Source: an optimization exercise on an open RTL-to-GDS flow (aim: small area, a short achievable clock period and few clock cycles per item). Production flows keep margins and buffers that such runs may drop. Function was checked by simulation only, so behaviour that the tests miss may differ from the original. Power and IR drop assume default switching activity.

job 1617:
// mul
module mul (
    input wire clk,
    input wire reset,
    input wire rd_en,
    input wire wr_en,
    input wire [31:0] wr_data_1,
    input wire [31:0] wr_data_2,
    output wire [63:0] rd_data,
    output reg wr_ready,
    output reg rd_ready,
    output reg rd_val
);
    reg sk_v, v1, v2;
    reg [31:0] sk_a, sk_b;
    reg [31:0] a1_n;
    reg [15:0] e1_n, e2_n, en;
    reg d16;                  
    wire [15:0] e1 = ~e1_n;
    wire [15:0] e2 = ~e2_n;
    reg [177:0] cs2;       
    reg [63:0] p3;
    wire wfire = wr_en & wr_ready;
    wire en3 = ~rd_ready | rd_en;
    wire en2 = ~v2 | en3;
    wire en1 = ~v1 | en2;
    wire [31:0] b_in = sk_v ? sk_b : wr_data_2;
    wire [33:0] b_ext = {1'b0, b_in, 1'b0};
    reg [15:0] b_one, b_two, b_neg;
    integer k;
    always @(*)
        for (k = 0; k < 16; k = k + 1) begin
            b_one[k] = b_ext[2 * k + 1] ^ b_ext[2 * k];
            b_two[k] = (b_ext[2 * k + 2] & ~b_ext[2 * k + 1] & ~b_ext[2 * k])
                     | (~b_ext[2 * k + 2] & b_ext[2 * k + 1] & b_ext[2 * k]);
            b_neg[k] = b_ext[2 * k + 2];
        end
    wire [31:0] a = ~a1_n;
    wire t0 = ((e1[0] & a[0])) ^ en[0];
    wire t1 = ((e1[0] & a[1]) | (e2[0] & a[0])) ^ en[0];
    wire t2 = ((e1[0] & a[2]) | (e2[0] & a[1])) ^ en[0];
    wire t3 = ((e1[0] & a[3]) | (e2[0] & a[2])) ^ en[0];
    wire t4 = ((e1[0] & a[4]) | (e2[0] & a[3])) ^ en[0];
    wire t5 = ((e1[0] & a[5]) | (e2[0] & a[4])) ^ en[0];
    wire t6 = ((e1[0] & a[6]) | (e2[0] & a[5])) ^ en[0];
    wire t7 = ((e1[0] & a[7]) | (e2[0] & a[6])) ^ en[0];
    wire t8 = ((e1[0] & a[8]) | (e2[0] & a[7])) ^ en[0];
    wire t9 = ((e1[0] & a[9]) | (e2[0] & a[8])) ^ en[0];
    wire t10 = ((e1[0] & a[10]) | (e2[0] & a[9])) ^ en[0];
  ...
Size in the first run: ~3200 cells after synthesis, roughly 390 flip-flops.
==> flow/config.mk <==
export PLATFORM = sky130hd
export DESIGN_NAME = mul
export DESIGN_NICKNAME = mul
export VERILOG_FILES = /design/flow/design.v
export SDC_FILE = /design/flow/constraint.sdc
export NUM_CORES = 4
export LEC_CHECK = 0
export ABC_AREA = 1
export CAP_MARGIN = 20
export CORE_MARGIN = 2
export CORE_UTILIZATION = 40
export CTS_CLUSTER_DIAMETER = 110
export CTS_CLUSTER_SIZE = 22
export SLEW_MARGIN = 20
export SYNTH_HIERARCHICAL = 1
==> flow/constraint.sdc <==
create_clock -name core_clock -period 11.0 [get_ports {clk}]
set_input_delay 2.2000 -clock core_clock [delete_from_list [all_inputs] [get_ports {clk}]]
set_output_delay 2.2000 -clock core_clock [all_outputs]
set_load 0.01 [all_outputs]
standard.sh (not shown) runs the stock make flow with config.mk's settings and CLKGATE_MAP_FILE= SYNTH_SCRIPT=/design/flow/synth_recipe.tcl, a recipe that flattens the netlist after the stock synthesis.
==> flow/flow/run.sh <==
#!/bin/bash
set -euo pipefail
MARGIN=7.5
bash standard.sh SETUP_SLACK_MARGIN=$MARGIN \
  "BUFFER_PORTS_ARGS=-buffer_cell sky130_fd_sc_hd__buf_2" \
  finish > standard_flow.log 2>&1
Testbench counts of job 1617, summed over its fixed seeds: cycles 536, items 512.
For job 3857, these inputs were changed with respect to job 1617:
Settings: CTS_CLUSTER_DIAMETER: 110 -> unset; CTS_BUF_LIST: unset -> sky130_fd_sc_hd__clkbuf_8; CTS_CLUSTER_SIZE: 22 -> 24.
### Flow results
- Comparing job 3857 and job 1617, the higher clock skew was measured on job 1617.
- Initial antenna violation count up 2 in job 3857 wrt job 1617
- Est. power | job 3857 vs job 1617 | job 3857 higher
- Looking at post-route core utilization, job 3857 sits 0.82 points higher than job 1617 does.
#### Input delta (job 9424 over job 3857)
Settings: CTS_CLUSTER_DIAMETER newly set to 150; CTS_CLUSTER_SIZE changed from 24 to 30; CTS_BUF_LIST removed (was sky130_fd_sc_hd__clkbuf_8).
--- outcome ---
Job 9424 vs job 3857 — overall power of the completed layout dropped about 4%.
Looking at global routing usage summed across all routing layers, job 9424 sits below job 3857.
Summary of job 9424 over job 3857: synthesized area did not really move, number of fill cells went up, shortest clock period the worst path allows after layout went down, met2 track utilization from global routing did not really move, footprint of the flip-flops and latches did not really move.
Job 9424 ended with less leakage power figure than job 3857.


Setup of build 60:
mul, a different RTL version from the one above (not shown whole).
Size in the first run: roughly 390 flip-flops, ~140 I/O pins, about 36000 um^2 of cells after synthesis.
clock: 11.0 ns
lec_check: 0
abc_area: 1
cap_margin: 20
core_margin: 2
core_utilization: 40
cts_cluster_diameter: 110
cts_cluster_size: 22
slew_margin: 20
synth_hierarchical: 1
Scripts as last shown in full above: flow/flow/run.sh
Testbench counts of build 60, summed over its fixed seeds: cycles 536, items 512.
[inputs] build 7 vs build 60
Settings: setting PLACE_DENSITY to 0.5 for the first time.
Results
Relative to build 60, count of clock-buffer cells in the layout has gone up in build 7. Via-per-instance ratio (lower): build 7. Compared with build 60, build 7 supports a lower clock frequency. Between build 7 and build 60, the final routed wirelength across all metal layers is higher for build 7. Build 60 → build 7: global-route wire length before repair increased 6.3%; final area grew by 0.69%; sequential fraction of design power shrank by 0.7 points.
The following lists how build 25 was set up differently from build 7:
Settings: TNS_END_PERCENT newly set to 0; PLACE_DENSITY removed (was 0.5).
[summary]
The core of build 25 is less densely filled than that of build 7.
Compared with build 7, build 25 shows a post-synthesis to final-layout area growth that is 1.6 points lower.
Post-CTS repair timing setup buffer count on build 25 is down relative to build 7.
Diff build 25 and build 7: count of plain and timing-repair buffers higher in build 25
Against build 7, finished layout cell area in build 25 fell slightly.
## Diff of input files: build 92 against build 25
Settings: a deleted TNS_END_PERCENT that had been 0; a change of CTS_CLUSTER_DIAMETER from 110 to 120; a change of CTS_CLUSTER_SIZE from 22 to 26.
## What came out
Compared with build 25, in build 92 wire length decreased about 0.6%; sequential power share now sits lower. Per the comparison of build 92 with build 25, final worst-path setup slack now larger; clock skew comparable; sequential share of layout area comparable; post-route cell area comparable; source-to-sink clock delay at the later pin of the worst-skew pair now smaller.

separate check: timing with driven ports:
The results above use ideal ports. As a check the final layouts listed here were re-extracted and re-timed, cells and wires unchanged.
Step 1 (the two cells are an assumption about what drives the block):
set clk [get_ports {clk}]
set_driving_cell -lib_cell sky130_fd_sc_hd__clkbuf_16 $clk
set_driving_cell -lib_cell sky130_fd_sc_hd__buf_2 [delete_from_list [all_inputs] $clk]
Step 2 also shifts input and output timing later by t, the mid clock arrival at the registers, as if the neighbouring blocks saw the same clock.
a / b / c = ideal ports / drivers / drivers and shift; a / b = the first two.
run | t, ns | slack for setup (ns) | worst hold slack (ns) | worst register clock-pin slew, ns | pins driven straight from the clock port
job 1617 | 0.659 | 7.510 / 7.468 / 7.114 | 0.474 / 0.474 / 0.474 | 0.09 / 0.09 | 1
job 3857 | 0.732 | 7.470 / 7.470 / 7.005 | 0.471 / 0.471 / 0.471 | 0.07 / 0.07 | 1
job 9424 | 0.625 | 7.485 / 7.439 / 7.103 | 0.477 / 0.477 / 0.477 | 0.12 / 0.12 | 1
build 60 | 0.653 | 7.537 / 7.537 / 7.040 | 0.469 / 0.469 / 0.469 | 0.10 / 0.10 | 1
build 7 | 0.684 | 7.505 / 7.505 / 6.998 | 0.473 / 0.473 / 0.473 | 0.10 / 0.10 | 1
build 25 | 0.669 | 7.402 / 7.374 / 7.011 | 0.472 / 0.472 / 0.472 | 0.10 / 0.10 | 1
build 92 | 0.651 | 7.496 / 7.496 / 7.051 | 0.471 / 0.471 / 0.471 | 0.11 / 0.11 | 1
After both steps setup and hold are still met in every run listed. For build 7, which loses most, drivers alone change the setup slack by 0.000 ns; drivers and shift together by -0.507 ns.
